This design comes from an exercise in tuning for small area and a short achievable clock period on the open sky130 flow, not from production work. Function was checked by simulation only, so behaviour that the tests miss may differ from the original. Power and IR drop assume default switching activity.

run a:
## MipsMain
module MipsMain(
    input clk,
    input reset,
    input [19:0] instruction,
    output [19:0] pc,
    output [19:0] writedata
);
Size in the first run: about 1100 flip-flops, roughly 62 I/O pins.
clock: 50.0 ns
lec_check: 0
abc_area: 1
cap_margin: 20
core_margin: 2
core_utilization: 55
cts_buf_list: sky130_fd_sc_hd__clkbuf_16
cts_cluster_diameter: 80
cts_cluster_size: 24
slew_margin: 20
tns_end_percent: 0
standard.sh (not shown) runs the stock make flow with config.mk's settings and CLKGATE_MAP_FILE= SYNTH_SCRIPT=/design/flow/synth_recipe.tcl, a recipe that flattens the netlist after the stock synthesis.
==> flow/flow/run.sh <==
#!/bin/bash
# The standard layout (standard.sh), with its timing repair steps aiming for
# a setup slack margin instead of zero slack.
set -uo pipefail
export SETUP_SLACK_MARGIN=37
bash standard.sh > standard.log 2>&1
status=$?
cp -r orfs/logs logs_orfs 2>/dev/null
exit $status
## Diff of input files: run b against run a
- CORE_UTILIZATION changed from 55 to 40
- Run b vs run a — clock buffer count from CTS dropped 7.4%.
- Run a → run b: clock-buffer cell count went down, sum of routed wire segments on met1 went up.
- Run b ended up with sky130_fd_sc_hd__clkdlybuf4s50_1 as its slowest stage cell on the critical path; run a ended up with sky130_fd_sc_hd__nand4_1.

== JK ==
The RTL this note starts from:
==> flow/design.v <==
module Mul20(
    input [19:0] a,
    input [19:0] b,
    output [19:0] p
);
  wire [20:0] bx = {b, 1'b0};
  reg [19:0] acc;
  integer i;
  reg one, two, neg;
  reg [20:0] m;
  always @(*) begin
    acc = 20'd0;
    for (i = 0; i < 10; i = i + 1) begin
      one = bx[2*i] ^ bx[2*i+1];
      two = (bx[2*i+2] & ~bx[2*i+1] & ~bx[2*i]) | (~bx[2*i+2] & bx[2*i+1] & bx[2*i]);
      neg = bx[2*i+2];
      m = ({21{one}} & {1'b0, a}) | ({21{two}} & {a, 1'b0});
      m = m ^ {21{neg}};
      acc = acc + ((m[19:0] << (2*i)) + ({19'd0, neg} << (2*i)));
    end
  end
  assign p = acc;
endmodule
module Divider #(parameter P1 = 1) (
    input clk,
    input [19:0] an,
    input [19:0] bn,
    input [19:0] a,
    input [19:0] b,
    output [19:0] quo
);
  wire [19:0] rem [0:10];
  wire [19:0] qb;
  reg  [2*P1-1:0] rem1_r, q1_r;
  assign rem[0] = 20'd0;
  wire [21:0] b3 = {2'b0, b} + {1'b0, b, 1'b0};
  genvar p;
  generate
    for (p = 1; p <= 10; p = p + 1) begin : pr
      localparam W = 2 * p;
      wire [19:0] a_s = (p <= P1) ? an : a;
      wire [21:0] m1 = (p <= P1) ? {2'b0, bn} : {2'b0, b};
      wire [21:0] m3 = (p <= P1) ? 22'd0 : b3;    
      wire [21:0] m2 = {m1[20:0], 1'b0};
      wire [19:0] rprev = (p == P1 + 1) ? {{(20-2*P1){1'b0}}, rem1_r} : rem[p-1];
      wire [W-1:0] r4;
      if (p == 1) begin : ra
        assign r4 = a_s[19:18];
      end else begin : rb
        assign r4 = {rprev[W-3:0], a_s[21-W:20-W]};
      end
      wire [W+1:0] t3 = (p <= P1) ? {2'b0, m1[W-1:0]} + {1'b0, m1[W-1:0], 1'b0} : {(W+2){1'b0}};
      wire c1, c2, c3;
      wire [W-1:0] d1, d2, d3;
      Cmp #(.K(W)) cmp1 (.r(r4), .m(m1[W-1:0]), .ge(c1), .d(d1));
      Cmp #(.K(W)) cmp2 (.r(r4), .m(m2[W-1:0]), .ge(c2), .d(d2));
      Cmp #(.K(W)) cmp3 (.r(r4), .m((p <= P1) ? t3[W-1:0] : m3[W-1:0]), .ge(c3), .d(d3));
      wire g1 = ~|m1[21:W] & c1;
      wire g2 = ~|m2[21:W] & c2;
      wire h3 = (p <= P1) ? (~|m1[21:W] & ~|t3[W+1:W]) : (~|m1[21:W-1] & ~m3[W]);
      wire g3 = h3 & c3;
      assign qb[21-W] = g2;
      assign qb[20-W] = g3 | (g1 & ~g2);
      wire [W-1:0] fl = ({W{g3}} & d3) | ({W{g2 & ~g3}} & d2) | ({W{g1 & ~g2}} & d1);
      assign rem[p] = r4 ^ fl;
    end
  endgenerate
  always @(posedge clk) begin
    rem1_r <= rem[P1][2*P1-1:0];
    q1_r   <= qb[19:20-2*P1];
  end
  assign quo = {q1_r, qb[19-2*P1:0]};
endmodule
module Cmp #(parameter K = 4) (
    input [K-1:0] r,
    input [K-1:0] m,
    output ge,
    output [K-1:0] d
);
  localparam L = (K <= 2) ? 1 : (K <= 4) ? 2 : (K <= 8) ? 3 : (K <= 16) ? 4 : 5;
  wire [K-1:0] G [0:L];
  wire [K-1:0] P [0:L];
  wire [K-1:0] GD [0:L];
  wire [K-1:0] PD [0:L];
  genvar i, l;
  generate
    for (i = 0; i < K; i = i + 1) begin : pg
      if (i == 0) begin : c
        assign G[0][i] = r[i] | ~m[i];    
      end else begin : n
        assign G[0][i] = r[i] & ~m[i];
      end
      assign P[0][i] = r[i] | ~m[i];
    end
    for (l = 0; l < L; l = l + 1) begin : up
      for (i = 0; i < K; i = i + 1) begin : bt
        if (((i + 1) % (2 << l)) == 0) begin : cmb
          assign G[l+1][i] = G[l][i] | (P[l][i] & G[l][i - (1 << l)]);
          assign P[l+1][i] = P[l][i] & P[l][i - (1 << l)];
        end else begin : pass
          assign G[l+1][i] = G[l][i];
          assign P[l+1][i] = P[l][i];
        end
      end
    end
    for (l = L - 1; l >= 0; l = l - 1) begin : dn
      for (i = 0; i < K; i = i + 1) begin : bt
        if ((((i + 1) % (2 << l)) == (1 << l)) && (i >= (2 << l))) begin : cmb
          assign GD[l][i] = GD[l+1][i] | (PD[l+1][i] & GD[l+1][i - (1 << l)]);
          assign PD[l][i] = PD[l+1][i] & PD[l+1][i - (1 << l)];
        end else begin : pass
          assign GD[l][i] = GD[l+1][i];
          assign PD[l][i] = PD[l+1][i];
        end
      end
    end
    assign GD[L] = G[L];
    assign PD[L] = P[L];
    wire [K:0] C = {GD[0], 1'b1};
    assign ge = C[K];
    for (i = 0; i < K; i = i + 1) begin : o
      assign d[i] = ~m[i] ^ C[i];
    end
  endgenerate
endmodule
module MipsMain(
    input clk,
    input reset,
    input [19:0] instruction,
    output [19:0] pc,
    output [19:0] writedata
);
  wire [3:0] op  = instruction[19:16];
  wire [3:0] rs  = instruction[15:12];
  wire [3:0] rt  = instruction[11:8];
  wire [3:0] rd  = instruction[7:4];
  wire [2:0] fn  = instruction[2:0];
  wire [7:0] imm = instruction[7:0];
  wire isR   = (op == 4'd0);
  wire isLW  = (op == 4'd1);
  wire isSW  = (op == 4'd2);
  wire isBEQ = (op == 4'd3);
  wire regwrite = isR | isLW;
  wire [3:0] wa = isR ? rd : rt;
  reg [19:0] pc_r, A, B, D;
  reg [7:0] bofs;       
  wire [19:0] Dv = D;
  reg [19:0] R [0:15];
  reg [19:0] M [0:31];
  assign pc = pc_r;
  assign writedata = Dv;
  genvar gj, gm;
  wire [19:0] simm = {{12{imm[7]}}, imm};
  wire [19:0] asum = A + simm;
  wire [19:0] add  = A + B;
  wire [19:0] sub  = A - B;
  wire [19:0] mul;
  Mul20 mul1 (.a(A), .b(B), .p(mul));
  wire [19:0] quo;
  wire [4:0] maddr = A[4:0] + imm[4:0];
  wire [31:0] msel = 32'd1 << maddr;
  wire [19:0] mrd;
  generate
    for (gj = 0; gj < 20; gj = gj + 1) begin : mcol
      wire [31:0] t;
      for (gm = 0; gm < 32; gm = gm + 1) begin : w
        assign t[gm] = M[gm][gj] & msel[gm];
      end
      assign mrd[gj] = |t;     
    end
  endgenerate
  wire fR = isR & ~reset;
  wire [8:0] dsel = {
    isSW & ~reset,                             
    isLW & ~reset,                             
    fR & (fn == 3'd7),                         
    fR & (fn == 3'd6),                         
    fR & (fn == 3'd5),                         
    fR & (fn == 3'd4),                         
    fR & (fn == 3'd3),                         
    (fR & (fn == 3'd2)) | (isBEQ & ~reset),    
    fR & (fn == 3'd1)                          
  };
  wire [19:0] dnext;
  generate
    for (gj = 0; gj < 20; gj = gj + 1) begin : dcol
      wire [8:0] t = dsel & {asum[gj], mrd[gj], A[gj] ^ B[gj], A[gj] | B[gj],
                             A[gj] & B[gj], quo[gj], mul[gj], sub[gj], add[gj]};
      assign dnext[gj] = |t;
    end
  endgenerate
  wire taken = isBEQ & (A == B);
  wire [19:0] npc = pc_r + 20'd1 + {12'd0, bofs};
  always @(posedge clk) begin
    pc_r <= reset ? 20'd0 : npc;
    bofs <= taken ? imm : 8'd0;
  end
  wire [15:0] sa = 16'd1 << rs;
  wire [15:0] sb = 16'd1 << rt;
  wire [19:0] rA, rB;
  generate
    for (gj = 0; gj < 20; gj = gj + 1) begin : rcol
      wire [15:0] ta, tb;
      for (gm = 0; gm < 16; gm = gm + 1) begin : w
        assign ta[gm] = R[gm][gj] & sa[gm];
        assign tb[gm] = R[gm][gj] & sb[gm];
      end
      assign rA[gj] = |ta;
      assign rB[gj] = |tb;
    end
  endgenerate
  wire fwdA = (isR & (rd == rs)) | (isLW & (rt == rs));
  wire fwdB = isR & (rd == rt) | isLW;
  wire [19:0] An = (fwdA ? Dv : rA) & {20{~reset}};
  wire [19:0] Bn = (fwdB ? Dv : rB) & {20{~reset}};
  always @(posedge clk) begin
    A <= An;
    B <= Bn;
    D <= dnext;
  end
  wire [19:0] rwd = Dv & {20{~reset}};
  wire [15:0] rdh = 16'd1 << rd;
  wire [15:0] rth = sb;
  integer i;
  always @(posedge clk) begin
    for (i = 0; i < 16; i = i + 1)
      if (reset | (isR & rdh[i]) | (isLW & rth[i])) R[i] <= rwd;
  end
  wire [19:0] mw0 = B & {20{~reset}};
  wire [19:0] mw1 = B | {20{reset}};
  integer m;
  always @(posedge clk) begin
    for (m = 0; m < 32; m = m + 1)
      if (reset | (isSW & msel[m]))
        M[m] <= (mw1 & m) | (mw0 & ~m);
  end
  Divider div1 (.clk(clk), .an(An), .bn(Bn), .a(A), .b(B), .quo(quo));
endmodule
export LEC_CHECK = 0
export ABC_AREA = 1
export CAP_MARGIN = 30
export CORE_MARGIN = 2
export CORE_UTILIZATION = 40
export CTS_BUF_LIST = sky130_fd_sc_hd__clkbuf_16
export CTS_CLUSTER_DIAMETER = 80
export CTS_CLUSTER_SIZE = 24
export SLEW_MARGIN = 30
create_clock -name core_clock -period 50.0 [get_ports {clk}]
run.sh (not shown) runs the stock make flow with config.mk's settings and CLKGATE_MAP_FILE= SYNTH_SCRIPT=/design/flow/synth_recipe.tcl, a recipe that flattens the netlist after the stock synthesis.
Stock flow here: none of the scripts above is used.
#### Input delta (MS over JK)
- TNS_END_PERCENT newly set to 0
==> flow/flow/run.sh (new file) <==
#!/bin/bash
# The standard layout (standard.sh), with its timing repair steps aiming for
# a setup slack margin instead of zero slack.
set -uo pipefail
export SETUP_SLACK_MARGIN=36.5
bash standard.sh > standard.log 2>&1
status=$?
cp -r orfs/logs logs_orfs 2>/dev/null
exit $status
==> flow/standard.sh (new file) <==
#!/bin/bash
# synth_recipe.tcl (not shown) runs the flow's synth.tcl, then flattens the netlist and writes it again
# the make line also repeats each setting of config.mk as NAME=value (left out here)
make -C /OpenROAD-flow-scripts/flow DESIGN_CONFIG=/design/flow/config.mk WORK_HOME=/design/flow/orfs CLKGATE_MAP_FILE= SYNTH_SCRIPT=/design/flow/synth_recipe.tcl "${@:-finish}"
removed: flow/run.sh
==> notes.md <==
| final clock period utilization by the worst path | higher: JK |. Routed wire in MS totals more than in JK. MS vs JK — met3 routed wirelength rose about 5%. Sort MS and JK by clock group share of total power desc -> top: JK. There was hardly any difference in clock power between MS and JK. Number of instances in the placed design: MS vs JK identical. Between MS and JK, combinational fraction of design power is lower for JK, MS comes in above that. Higher total non-filler cell area in the finished layout among MS and JK: MS. The total vias in the final route of MS is higher than that of JK. MS and JK ended up with roughly the same detail-routed via count per cell.

-- afterwards: timing with drivers on the ports --
The results above use ideal ports. As a check the final layouts listed here were re-extracted and re-timed, cells and wires unchanged.
Step 1 sets driving cells, clkbuf_16 on the clock port and buf_2 on the other inputs (assumed; they add their load-dependent delay and slew).
Step 2 moves the port delays by t, midway between the first and last clock arrival at a register: inputs arrive t later, outputs are due t later. That takes back most of the time a late clock gives input paths.
Three values: ideal ports, drivers, drivers and shift; two values: the first two.
run | t, ns | setup WS [ns] | slew at the worst register clock pin (ns) | cell pins on the clock port's net
run a | 0.791 | 36.708 / 36.706 / 35.915 | 0.10 / 0.10 | 1
run b | 0.748 | 36.641 / 36.685 / 35.937 | 0.11 / 0.11 | 1
JK | 0.734 | 32.032 / 32.032 / 32.032 | 0.11 / 0.11 | 1
MS | 0.745 | 36.254 / 36.277 / 35.532 | 0.11 / 0.11 | 1
After both steps every run listed still meets setup and hold. For run a, which loses most, drivers alone change the setup slack by -0.002 ns; drivers and shift together by -0.793 ns.
